From an optimization exercise on the open Yosys and OpenROAD flow, aimed at small area; shortcuts taken in it are not production practice.
Where RTL was checked, it was by simulation tests only, not by an equivalence proof against the original.
The RTL of run 1 was laid out without a check of its function.
No activity file was given, so power comes from the tool's default toggle rates.

$ cat flow/flow/run.sh
#!/bin/bash
# Own layout flow: the standard flow (standard.sh) with
#  - synthesis mapped by an area-oriented ABC script, without the adder
#    pre-mapping (same Yosys script, so the same registers and names);
#  - port buffers of the smallest buffer cell;
#  - a clock tree of small buffers without dummy loads.
# Each tool's output goes to the ORFS logs under orfs/logs, and make's output
# to flow_synth.log / flow_finish.log in this folder.
set -euo pipefail
W=$PWD
rm -rf "$W/scripts_mod"
cp -r "$FLOW_HOME/scripts" "$W/scripts_mod"
cp "$W/flow/abc_area.script" "$W/scripts_mod/abc_area.script"

bash standard.sh SCRIPTS_DIR="$W/scripts_mod" ABC_AREA=1 ADDER_MAP_FILE= synth > "$W/flow_synth.log" 2>&1

export BUFFER_PORTS_ARGS="-buffer_cell sky130_fd_sc_hd__buf_1"
export CTS_ARGS="-sink_clustering_enable -repair_clock_nets -dont_use_dummy_load -buf_list sky130_fd_sc_hd__clkbuf_4 -sink_clustering_size 24 -sink_clustering_max_diameter 60"
bash standard.sh finish > "$W/flow_finish.log" 2>&1
$ cat flow/flow/abc_area.script
&get -n
&st
&dch
&nf -R 1000
&put
$ cat flow/standard.sh
#!/bin/bash
# synth_recipe.tcl (not shown) runs the flow's synth.tcl, then flattens the netlist and writes it again
# the make line also repeats each setting of config.mk as NAME=value (left out here)
make -C /OpenROAD-flow-scripts/flow DESIGN_CONFIG=/design/flow/config.mk WORK_HOME=/design/flow/orfs CLKGATE_MAP_FILE= SYNTH_SCRIPT=/design/flow/synth_recipe.tcl "${@:-finish}"
$ cat flow/config.mk
export PLATFORM = sky130hd
export DESIGN_NAME = buzzer
export DESIGN_NICKNAME = buzzer
export VERILOG_FILES = /design/flow/design.v
export SDC_FILE = /design/flow/constraint.sdc
export NUM_CORES = 4
export LEC_CHECK = 0
export CAP_MARGIN = 20
export CORE_MARGIN = 2
export CORE_UTILIZATION = 40
export SLEW_MARGIN = 20
$ cat flow/constraint.sdc
create_clock -name core_clock -period 10.0 [get_ports {clk}]
set_input_delay 2.0000 -clock core_clock [delete_from_list [all_inputs] [get_ports {clk}]]
set_output_delay 2.0000 -clock core_clock [all_outputs]
set_load 0.01 [all_outputs]
$ cat flow/design.v
`timescale 1ns / 1ps
module digits(input clk, rst, input [3:0] Ssel, input [1:0] team, output reg [3:0] shown, output reg [1:0] shown_team);
reg [3:0] score1;
always @(posedge clk) begin
    if (rst) begin
        score1 <= 0;
        shown <= 0;
        shown_team <= 0;
    end else begin
        score1 <= Ssel;
        shown <= score1;
        shown_team <= team;
    end
end
endmodule
`timescale 1ns / 1ps
module seven_seg(input clk, input rst, input [3:0] value, input [1:0] team, output reg [0:6] seg, output reg [3:0] digit);
    parameter ZERO  = 7'b000_0001;   
    parameter ONE   = 7'b100_1111;   
    parameter TWO   = 7'b001_0010;   
    parameter THREE = 7'b000_0110;   
    parameter FOUR  = 7'b100_1100;   
    parameter FIVE  = 7'b010_0100;   
    parameter SIX   = 7'b010_0000;   
    parameter SEVEN = 7'b000_1111;   
    parameter EIGHT = 7'b000_0000;   
    parameter NINE  = 7'b000_0100;   
    parameter BLANK = 7'b111_1110;   
    reg [1:0] digit_select;
    reg [3:0] digit_timer;       
    always @(posedge clk) begin
        if (rst) begin
            digit_timer <= 0;
            digit_select <= 0;
        end else if (digit_timer[3] & digit_timer[0]) begin
            digit_timer <= 0;
            digit_select <= digit_select + 1'b1;
        end else
            digit_timer <= digit_timer + 1'b1;
    end
    always @* begin
        case (digit_select)
            2'b00 : digit = 4'b1110;
            2'b01 : digit = 4'b1101;
            2'b10 : digit = 4'b1011;
            default : digit = 4'b0111;
        endcase
    end
    wire [15:0] T0 = 16'h4812, T1 = 16'h8060, T2 = 16'h1004, T3 = 16'h4892,
                T4 = 16'heaba, T5 = 16'h388e, T6 = 16'h0c83;
    wire [0:6] ones_seg = {T0[value], T1[value], T2[value], T3[value], T4[value], T5[value], T6[value]};
    wire [0:6] tens_seg = (value > 4'd9) ? ONE : ZERO;
    wire [0:6] team_seg = (team == 2'd1) ? 7'b000_1000 :
                          (team == 2'd2) ? 7'b000_0000 :
                          (team == 2'd3) ? 7'b011_0001 : BLANK;
    always @* begin
        seg = (digit_select == 2'd0) ? ones_seg :
              (digit_select == 2'd1) ? tens_seg :
              (digit_select == 2'd2) ? BLANK : team_seg;
    end
endmodule
`timescale 1ns / 1ps
module buzzer(input clk,rst,A,B,C,score_on,score_A,score_B,score_C,inc,dec,output [2:0] led,output [0:6] seg,output [3:0] digit);
reg [1:0] w;
reg p;
reg [3:0] SA, SB, SC;
wire [12:0] countA, countB, countC;
wire [11:0] count;
wire idle  = (w == 2'd0) & ~p;
wire score = (w == 2'd0) &  p;
wire pd    = (w != 2'd0);
wire termA = countA[12] & countA[9] & countA[8] & countA[7] & countA[3];    
wire termB = countB[12] & countB[9] & countB[8] & countB[7] & countB[3];
wire termC = countC[12] & countC[9] & countC[8] & countC[7] & countC[3];
wire term_step = count[11] & count[8] & count[7] & count[6] & count[2];     
wire led_done = countB[1] & countB[0] & countA[12] & countA[10] & countA[8] & countA[5] & countA[4];
wire idle_run = idle & ~score_on;
wire winA = A & termA;
wire winB = B & termB;
wire winC = C & termC;
wire win  = winA | winB | winC;
wire flag = A | B | C;
wire cnt_clr = rst | (idle_run & (win | ~flag)) | (pd & led_done);
wire enA = (idle_run & A) | pd;
wire carryA = &countA;
wire enB = (idle_run & B) | (pd & carryA);
wire enC = idle_run & C;
upcount #(13) cA(clk, cnt_clr, enA, countA);
upcount #(13) cB(clk, cnt_clr, enB, countB);
upcount #(13) cC(clk, cnt_clr, enC, countC);
always @(posedge clk) begin
  if (rst) begin
    w <= 0; p <= 0;
  end else if (idle) begin
    if (score_on) p <= 1;
    else if (winC) w <= 3;
    else if (winB) w <= 2;
    else if (winA) w <= 1;
  end else if (score) begin
    if (!score_on) p <= 0;
  end else begin
    if (led_done) begin w <= 0; p <= 0; end
    else p <= 1;
  end
end
assign led = {p & (w == 2'd1), p & (w == 2'd2), p & (w == 2'd3)};
wire [3:0] Ssel = score_A ? SA : score_B ? SB : score_C ? SC : 4'd0;
wire [1:0] team = score_A ? 2'd1 : score_B ? 2'd2 : score_C ? 2'd3 : 2'd0;
wire any_sel = score_A | score_B | score_C;
wire score_run = score & score_on & any_sel;
wire press = inc | dec;
wire step = score_run & press & term_step;
wire [3:0] Snew = inc ? Ssel + 4'd1 : (Ssel != 4'd0) ? Ssel - 4'd1 : Ssel;
upcount #(12) cS(clk, rst | (score_run & (~press | term_step)), score_run, count);
always @(posedge clk) begin
  if (rst) begin
    SA <= 0; SB <= 0; SC <= 0;
  end else if (step) begin
    if (score_A) SA <= Snew;
    else if (score_B) SB <= Snew;
    else SC <= Snew;
  end
end
wire [3:0] shown;
wire [1:0] shown_team;
digits d1(clk, rst, Ssel, team, shown, shown_team);
seven_seg s1(clk, rst, shown, shown_team, seg, digit);
endmodule
module upcount #(parameter W = 13) (input clk, input clr, input en, output reg [W-1:0] q);
wire [W:0] cy;
assign cy[0] = en;
genvar i;
generate for (i = 0; i < W; i = i + 1) begin : g
  assign cy[i+1] = cy[i] & q[i];
end endgenerate
always @(posedge clk)
  if (clr) q <= 0;
  else q <= q ^ cy[W-1:0];
endmodule
==> results.txt, run 1 <==
GRT Overall Usage=0.146; Layout area overhead=9.27%; Cell Rows=33; layout cells sized above 1=0.0293; Hold Buf Count CTS=0; Detail Placement HPWL=4.20 mm; routed length per placed instance=11.7 um; post-synthesis sequential area ratio=0.500; Core Region=8090 um2; setup bufs post-CTS=0; vias in the first global route=2391; post-CTS sizing=0; final hold vios=0; Most used DFF post-synth=dfxtp_1; max-slew violations=0; Post-DRT Antenna Nets=0; first-pass GRT wire length=10.4 mm; Arr. time, crit path=4.81 ns; CTS Buf Count=9; proportion of synthesized area in mux cells=0.0122; RSZ-0062 raised after global routing=no; min cycle time layout=4.49 ns; CTS sink cnt=82; period utilization=0.449; Worst EP required=10.32 ns; CTS max path bufs=2; pwr dens=135 nW/um2; Netlist Area Pre-Place=3280 um2; Leakage=1.26 nW; DRT Pass-1 Iters=4; Mapped Nets=387; post-route insts no fill=515; Die Footprint=8940 um2; VDD IR-drop max=47.3 uV; # DRC=0; Crit Path Class=input pin to register; # setup viols final=0; initial antenna violation count=0; area fraction in compound gates after synthesis=0.163; area occupied by multi-input gates=1630 um2; CTS tree=yes; Via Count=2663; die extent in x=94.6 um; register area=1640 um2; Layout fillers=822; routability-driven placement congestion ratio=0.844; asr flop ratio synth=0; final setup TNS=0 ns; Die Span Y=94.6 um; Overflow after GRT=0; Post-Place Cells=506; CP Launch Type=input pin; input/output buffers=24; clk root buf=clkbuf_4; Hold WC Path Type=register to register; post-synthesis register bit count=82; distinct cell type count after synthesis=34; CP max FO=7; worst reg2reg setup slack=6.72 ns; ant diodes=0; EDFF count, synth=0; later-pin clock latency in the skew report=0.40 ns; largest family of logic cells by synthesized area=simple AND/OR/NAND/NOR gates; H-tree depth=3; Syn. warnings=5; I/O pin count=25; simple-gate share of the synthesized area=0.277; Iter 0 DRT Violations=70; Max-cap violations=0; Slew headroom=0.397; status=no timing/DRC/antenna violations; CP endpoint kind=register; largest net degree at the start of global routing=40; syn_area_per_cell=8.73 um2; area share of xor/xnor cells in the synthesized design=0.0427; Least-Margin Pin Slew=0.896 ns; DRT Wirelength=6.04 mm; Post-Synth Adder-Cell Area=0; Worst-path clk slew=0.12 ns; FMAX=222 MHz; Post-Synthesis Cells=376; Final Skew=0.0321 ns; Initial Util=0.405; via/cell ratio=5.17; fin nets=423
-- cells in the mapped netlist, drive strengths merged (2+ instances only) --
cell type / count / area [um2]
nor2: 73 / 274
o21bai: 2 / 15.0
dfxtp: 82 / 1640
nor2b: 8 / 50.1
a31oi: 2 / 12.5
and2: 13 / 81.3
a21o: 3 / 22.5
mux2i: 4 / 40.0
o211ai: 2 / 15.0
and3: 22 / 138
nand2: 10 / 37.5
xor2: 2 / 17.5
xnor2: 14 / 123
o31ai: 2 / 15.0
a22o: 5 / 43.8
a21oi: 30 / 150
nand2b: 4 / 25.0
nand4: 3 / 18.8
a211oi: 17 / 128
clkinv: 4 / 15.0
a22oi: 4 / 30.0
nand3: 9 / 45.0
nor3b: 2 / 15.0
nor4: 3 / 18.8
o21ai: 10 / 50.1
nor3: 38 / 190
-- routing by layer --
layer,global-route usage,vias to the layer above,share of wire
li1,-,1431,-
met1,0.185,1196,0.51
met2,0.242,28,0.45
met3,0.0287,8,0.025
met4,0.0616,0,0.014
met5,0,-,0
-- worst max-delay path: stages --
cell    delay [ns]
buf_1         0.10
nor4_1        0.69
and3_1        0.34
and3_1        0.21
and2_0        0.24
and3_1        0.22
and2_0        0.24
and3_1        0.23
and2_0        0.24
and3_1        0.21
nor2_1        0.05
nor2_1        0.07
-- final timing paths --
check / start / to / depth (start not counted)
max: score_on / cC.q[12] / 12
max reg2reg: w[1] / cC.q[12] / 11
min reg2reg: d1.score1[0] / d1.shown[0] / 1
min: d1.score1[0] / d1.shown[0] / 1
-- through the flow --
step                      instance area [um2]  hold slack (ns)  total power, mW   util  setup WS (ns)
after floorplan                          3280            0.414            0.349      -           5.55
after global placement                   3510            0.416            0.357  0.434           5.21
after detailed placement                 3520            0.423            0.358  0.435           5.10
after CTS                                3580            0.414            0.492  0.443           5.52
after global routing                     3580            0.440            0.509  0.443           5.21
final                                    3580            0.411            0.485  0.443           5.51
-- logic make-up (layout without fill, tap and decap cells) --
kind of cell           Yosys count  after routing
XOR/XNOR                        16             16
multiplexers                     4              4
AND/OR/NAND/NOR                187            187
flip-flops                      82             82
buffers and inverters            4             38
AO/OA/AOI/OAI                   83             83
-- sequential cells by signal (all words and copies together) (netlist names) --
signal,flops
cA.q,13
cB.q,13
cC.q,13
cS.q,12
SA,4
SB,4
SC,4
d1.score1,4
d1.shown,4
s1.digit_timer,4
d1.shown_team,2
s1.digit_select,2
w,2
p,1
-- power breakdown --
| part | internal, mW | leakage (nW) | switching (mW) |
|---|---|---|---|
| combinational | 0.00555 | 0.552 | 0.0123 |
| sequential | 0.330 | 0.662 | 0.00255 |
| clock | 0.0421 | 0.0414 | 0.0926 |
| total | 0.377 | 1.26 | 0.107 |
-- area by class of cell --
cell class	instances	area share
Clock buffer	9	0.0188
Inverter	4	0.00419
Multi-Input combinational cell	290	0.455
Sequential cell	82	0.458
Tap cell	105	0.0366
Timing Repair Buffer	25	0.0272
-- cells in the final DEF, fill, tap and decap left out, types with 2 or more instances in the layout --
cell type / count
clkinv_1: 4
nand4_1: 3
o31ai_1: 2
nand2_1: 10
xnor2_1: 14
o21bai_1: 2
a21oi_1: 30
o21ai_0: 10
a21o_1: 3
xor2_1: 2
nor4_1: 2
a211oi_1: 17
nor2b_1: 8
a22oi_1: 4
nand3_1: 9
and2_0: 13
a22o_1: 5
clkbuf_4: 9
and3_1: 22
mux2i_1: 4
nor3_1: 38
nand2b_1: 4
a31oi_1: 2
nor3b_1: 2
dfxtp_1: 82
nor2_1: 73
buf_1: 24
o211ai_1: 2
==> run 2: changes to the inputs <==
--- a/flow/design.v
+++ b/flow/design.v
@@ -46,17 +46,29 @@
             default : digit = 4'b0111;
         endcase
     end
-    wire [15:0] T0 = 16'h4812, T1 = 16'h8060, T2 = 16'h1004, T3 = 16'h4892,
-                T4 = 16'heaba, T5 = 16'h388e, T6 = 16'h0c83;
-    wire [0:6] ones_seg = {T0[value], T1[value], T2[value], T3[value], T4[value], T5[value], T6[value]};
-    wire [0:6] tens_seg = (value > 4'd9) ? ONE : ZERO;
-    wire [0:6] team_seg = (team == 2'd1) ? 7'b000_1000 :
-                          (team == 2'd2) ? 7'b000_0000 :
-                          (team == 2'd3) ? 7'b011_0001 : BLANK;
     always @* begin
-        seg = (digit_select == 2'd0) ? ones_seg :
-              (digit_select == 2'd1) ? tens_seg :
-              (digit_select == 2'd2) ? BLANK : team_seg;
+        case (digit_select)
+            2'b00 : case (value)              
+                        4'd0, 4'd10 : seg = ZERO;
+                        4'd1, 4'd11 : seg = ONE;
+                        4'd2, 4'd12 : seg = TWO;
+                        4'd3, 4'd13 : seg = THREE;
+                        4'd4, 4'd14 : seg = FOUR;
+                        4'd5, 4'd15 : seg = FIVE;
+                        4'd6 : seg = SIX;
+                        4'd7 : seg = SEVEN;
+                        4'd8 : seg = EIGHT;
+                        default : seg = NINE;
+                    endcase
+            2'b01 : seg = (value > 4'd9) ? ONE : ZERO;    
+            2'b10 : seg = BLANK;
+            default : case (team)             
+                        2'd1 : seg = 7'b000_1000;
+                        2'd2 : seg = 7'b000_0000;
+                        2'd3 : seg = 7'b011_0001;
+                        default : seg = BLANK;
+                    endcase
+        endcase
     end
 endmodule
 `timescale 1ns / 1ps
@@ -64,8 +76,8 @@
 reg [1:0] w;
 reg p;
 reg [3:0] SA, SB, SC;
-wire [12:0] countA, countB, countC;
-wire [11:0] count;
+reg [12:0] countA, countB, countC;
+reg [11:0] count;
 wire idle  = (w == 2'd0) & ~p;
 wire score = (w == 2'd0) &  p;
 wire pd    = (w != 2'd0);
@@ -85,9 +97,15 @@
 wire carryA = &countA;
 wire enB = (idle_run & B) | (pd & carryA);
 wire enC = idle_run & C;
-upcount #(13) cA(clk, cnt_clr, enA, countA);
-upcount #(13) cB(clk, cnt_clr, enB, countB);
-upcount #(13) cC(clk, cnt_clr, enC, countC);
+always @(posedge clk) begin
+  if (cnt_clr) begin
+    countA <= 0; countB <= 0; countC <= 0;
+  end else begin
+    countA <= countA + enA;
+    countB <= countB + enB;
+    countC <= countC + enC;
+  end
+end
 always @(posedge clk) begin
   if (rst) begin
     w <= 0; p <= 0;
@@ -111,7 +129,12 @@
 wire press = inc | dec;
 wire step = score_run & press & term_step;
 wire [3:0] Snew = inc ? Ssel + 4'd1 : (Ssel != 4'd0) ? Ssel - 4'd1 : Ssel;
-upcount #(12) cS(clk, rst | (score_run & (~press | term_step)), score_run, count);
+always @(posedge clk) begin
+  if (rst | (score_run & (~press | term_step)))
+    count <= 0;
+  else if (score_run)
+    count <= count + 1'b1;
+end
 always @(posedge clk) begin
   if (rst) begin
     SA <= 0; SB <= 0; SC <= 0;
@@ -126,14 +149,3 @@
 digits d1(clk, rst, Ssel, team, shown, shown_team);
 seven_seg s1(clk, rst, shown, shown_team, seg, digit);
 endmodule
-module upcount #(parameter W = 13) (input clk, input clr, input en, output reg [W-1:0] q);
-wire [W:0] cy;
-assign cy[0] = en;
-genvar i;
-generate for (i = 0; i < W; i = i + 1) begin : g
-  assign cy[i+1] = cy[i] & q[i];
-end endgenerate
-always @(posedge clk)
-  if (clr) q <= 0;
-  else q <= q ^ cy[W-1:0];
-endmodule
==> flow/run.sh (new file) <==
#!/bin/bash
# synth_recipe.tcl (not shown) runs the flow's synth.tcl, then flattens the netlist and writes it again
# the make line also repeats each setting of config.mk as NAME=value (left out here)
make -C /OpenROAD-flow-scripts/flow DESIGN_CONFIG=/design/flow/config.mk WORK_HOME=/design/flow/orfs CLKGATE_MAP_FILE= SYNTH_SCRIPT=/design/flow/synth_recipe.tcl finish
removed: flow/flow/run.sh
removed: flow/flow/abc_area.script
removed: flow/standard.sh
==> run 2 against run 1 <==
Against the previous run:
- worst hold slack improved by 0.068 ns
- largest cell class is now multi-input combinational cells
- total power rose by 37%
- clock skew fell by 0.022 ns
- die area rose by 31%
- critical path depth fell by 3
- still clean
- design area rose by 37%
- via count rose by 25%
- sequential power rose by 8.4%
- combinational power rose to 2.6 times the previous value
==> results.txt, run 2 <==
Detail Placement HPWL=6.24 mm (+49%); Post-Synthesis Cells=503 (+34%); final hold vios=0 (unchanged); slowest stage cell, crit path=clkdlybuf4s50_1; Leakage=1.85 nW (+47%); GRT Overall Usage=0.155 (+0.00956); Max-cap violations=0 (unchanged); max-slew violations=0 (unchanged); Post-DRT Antenna Nets=0 (unchanged); clock power share=0.390 (+0.112); Cell Rows=38 (+15%); via/cell ratio=5.00 (-3.4%); die extent in x=108 um (+14%); share of the synthesized area in the top cell type=0.406 (-0.0944); Least-Margin Pin Slew=0.686 ns (-0.211 ns); critical-path cell list=clkdlybuf4s50_1 > inv_1 > a2bb2oi_1 > inv_1 > ha_1 > or2_2 > o41ai_1 > a32oi_1 > a211oi_1; Layout area overhead=13.0%; Worst EP required=10.25 ns (-0.07 ns); CTS tree=yes; CP most frequent cell=inv_1; commonest non-fill, non-tap cells in the layout=dfxtp_1 (88), nor2_1 (81), nand2_1 (33); pwr dens=136 nW/um2 (+0.33%); largest registers=countA: 13 flops, countB: 13 flops, countC: 13 flops; Layout fillers=1070 (+30%); Overflow after GRT=0 (unchanged); CP max FO=16 (+9); ant diodes=0 (unchanged); Mapped Nets=539 (+39%); CTS max path bufs=2 (unchanged); Arr. time, crit path=4.79 ns (-0.02 ns); largest net degree at the start of global routing=41 (+2.5%); distinct cell type count after synthesis=56 (+65%); Logic pwr share=0.069 (+0.032); layout cells sized above 1=0.0512 (+0.0220); Iter 0 DRT Violations=135 (+93%); Slew headroom=0.542 (+0.145); min cycle time layout=4.54 ns (+0.0434 ns); vias in the first global route=3320 (+39%); DRT Pass-1 Iters=4 (unchanged); switching pwr=0.145 mW (+35%); period utilization=0.454 (+0.00434); clk root buf=clkbuf_8; setup bufs post-CTS=0 (unchanged); I/O pin count=25 (unchanged); Hold WC Path Type=register to register; input/output buffers=24 (unchanged); Initial Util=0.406 (about the same); EDFF count, synth=0 (unchanged); later-pin clock latency in the skew report=0.34 ns (-0.06 ns); post-CTS sizing=0 (unchanged); Final Skew=0.0104 ns (-0.0216 ns); count leader, synth=dfxtp_1; Hold Buf Count CTS=0 (unchanged); # DRC=0 (unchanged); sequential share of power=0.541 (-0.144); Die Footprint=11700 um2 (+31%); Syn. warnings=3 (-2); post-synthesis register bit count=88 (+7.3%); Crit Path Class=input pin to register; final setup TNS=0 ns (unchanged); Int Power=0.520 mW (+38%); post-synth top area cell=dfxtp_1; top post-synthesis cells by area=dfxtp_1 (41%), ha_1 (7.2%), nor2_1 (7.0%); routed length per placed instance=12.6 um (+7.0%); first-pass GRT wire length=14.8 mm (+42%); Core Region=10700 um2 (+32%); routability-driven placement congestion ratio=0.813 (-3.7%); Sw Share=0.219 (-0.00294); Worst-path clk slew=0.08 ns (-0.04 ns); Netlist Area Pre-Place=4340 um2 (+32%); total power=0.665 mW (+37%); initial antenna violation count=0 (unchanged); H-tree depth=3 (unchanged); pre-CTS setup slack=5.12 ns (+0.0195 ns); most common library cells after synthesis=dfxtp_1 (88), nor2_1 (81), nand2_1 (33); Die Span Y=108 um (+14%); Via Count=3333 (+25%); asr flop ratio synth=0 (unchanged); Crit path largest cell delay=0.67 ns (-0.02 ns); syn_area_per_cell=8.63 um2 (-1.1%); worst setup margin=5.46 ns (-0.0434 ns); FMAX=220 MHz (-0.96%); # setup viols final=0 (unchanged); fin nets=560 (+32%); commonest non-fill, non-tap cell in the layout=dfxtp_1; CTS Buf Count=9 (unchanged); status=no timing/DRC/antenna violations; Area after DPL=4690 um2 (+33%); post-route cell area=4900 um2 (+37%); DRT Wirelength=8.38 mm (+39%); post-synthesis sequential area ratio=0.406 (-0.0944); CP Launch Type=input pin; CP endpoint kind=register; RSZ-0062 raised after global routing=no; VDD IR-drop max=85.4 uV (+81%); Most used DFF post-synth=dfxtp_1; CTS sink cnt=88 (+7.3%)
[run 2: worst max-delay path, delay by kind of cell]
family	cells	cell delay (ns)
buffers and inverters	3	1.10
AO/OA/AOI/OAI	4	1.08
AND/OR/NAND/NOR	1	0.32
adder cells (fa/ha/maj)	1	0.30
[run 2: through the flow]
step                      hold WS [ns]  cells  utilization
after floorplan                  0.446    503            -
after global placement           0.465    653        0.439
after detailed placement         0.468    653        0.439
after CTS                        0.482    667        0.458
after global routing             0.520    667        0.458
final                            0.479    667        0.458
[run 2: final cells by class]
cell class	count	area [um2]	share of cell area
Clock buffer	10	138	0.0281
Clock inverter	4	70.1	0.0143
Inverter	26	97.6	0.0199
Multi-Input combinational cell	373	2400	0.491
Sequential cell	88	1760	0.359
Tap cell	140	175	0.0357
Timing Repair Buffer	26	255	0.0521
[run 2: path summary, 6_finish.rpt]
check | cells past startpoint | slack [ns] | endpoint | start
worst max-delay path | 9 | 5.46 | SC[3] | score_A
worst min-delay path | 2 | 0.48 | SC[2] | SC[2]
worst max register to register | 8 | 7.40 | countB[12] | w[0]
worst min register to register | 2 | 0.48 | SC[2] | SC[2]
[run 2: metal layers]
metal / vias to the layer above / routed length, um / track usage
li1: 1758 / - / -
met4: 0 / 131 / 0.0549
met5: - / 0 / 0
met2: 32 / 4010 / 0.268
met3: 11 / 169 / 0.0205
met1: 1532 / 4070 / 0.199
[run 2: power by group through the flow]
stage	Sequential (mW)	Combinational [mW]	Clock, mW
floorplan	0.367	0.0317	0
global placement	0.368	0.0448	0
detailed placement	0.368	0.0462	0
CTS	0.360	0.0464	0.267
global route	0.361	0.0515	0.283
finish	0.360	0.0457	0.259
[run 2: logic make-up after synthesis]
group / share of synthesized area
AND/OR/NAND/NOR: 0.262
XOR/XNOR: 0.0989
flip-flops: 0.406
adder cells (fa/ha/maj): 0.0721
buffers and inverters: 0.0398
AO/OA/AOI/OAI: 0.104
multiplexers: 0.0173

## separate check: timing with driven ports
The results above use ideal ports. As a check the final layouts listed here were re-extracted and re-timed, cells and wires unchanged. Step 1 assumes that a clkbuf_16 drives the clock port and a buf_2 every other input. Step 2, shift: input delay + t, output delay - t, t = (earliest + latest rising clock arrival at the registers) / 2. This alone moves slack from input paths to output paths. Three values: ideal ports, drivers, drivers and shift; two values: the first two.
| run | t (ns) | setup slack, ns | latest minus earliest clock arrival (ns) | worst data-port slew with drivers (ns) |
|---|---|---|---|---|
| run 1 | 0.412 | 5.505 / 5.514 / 5.102 | 0.032 / 0.032 | 0.03 |
| run 2 | 0.366 | 5.462 / 5.470 / 5.104 | 0.010 / 0.011 | 0.03 |
After both steps every run listed still meets setup and hold. The setup slack of run 1, which loses most, moves by +0.009 ns with the drivers and by -0.403 ns with both steps.
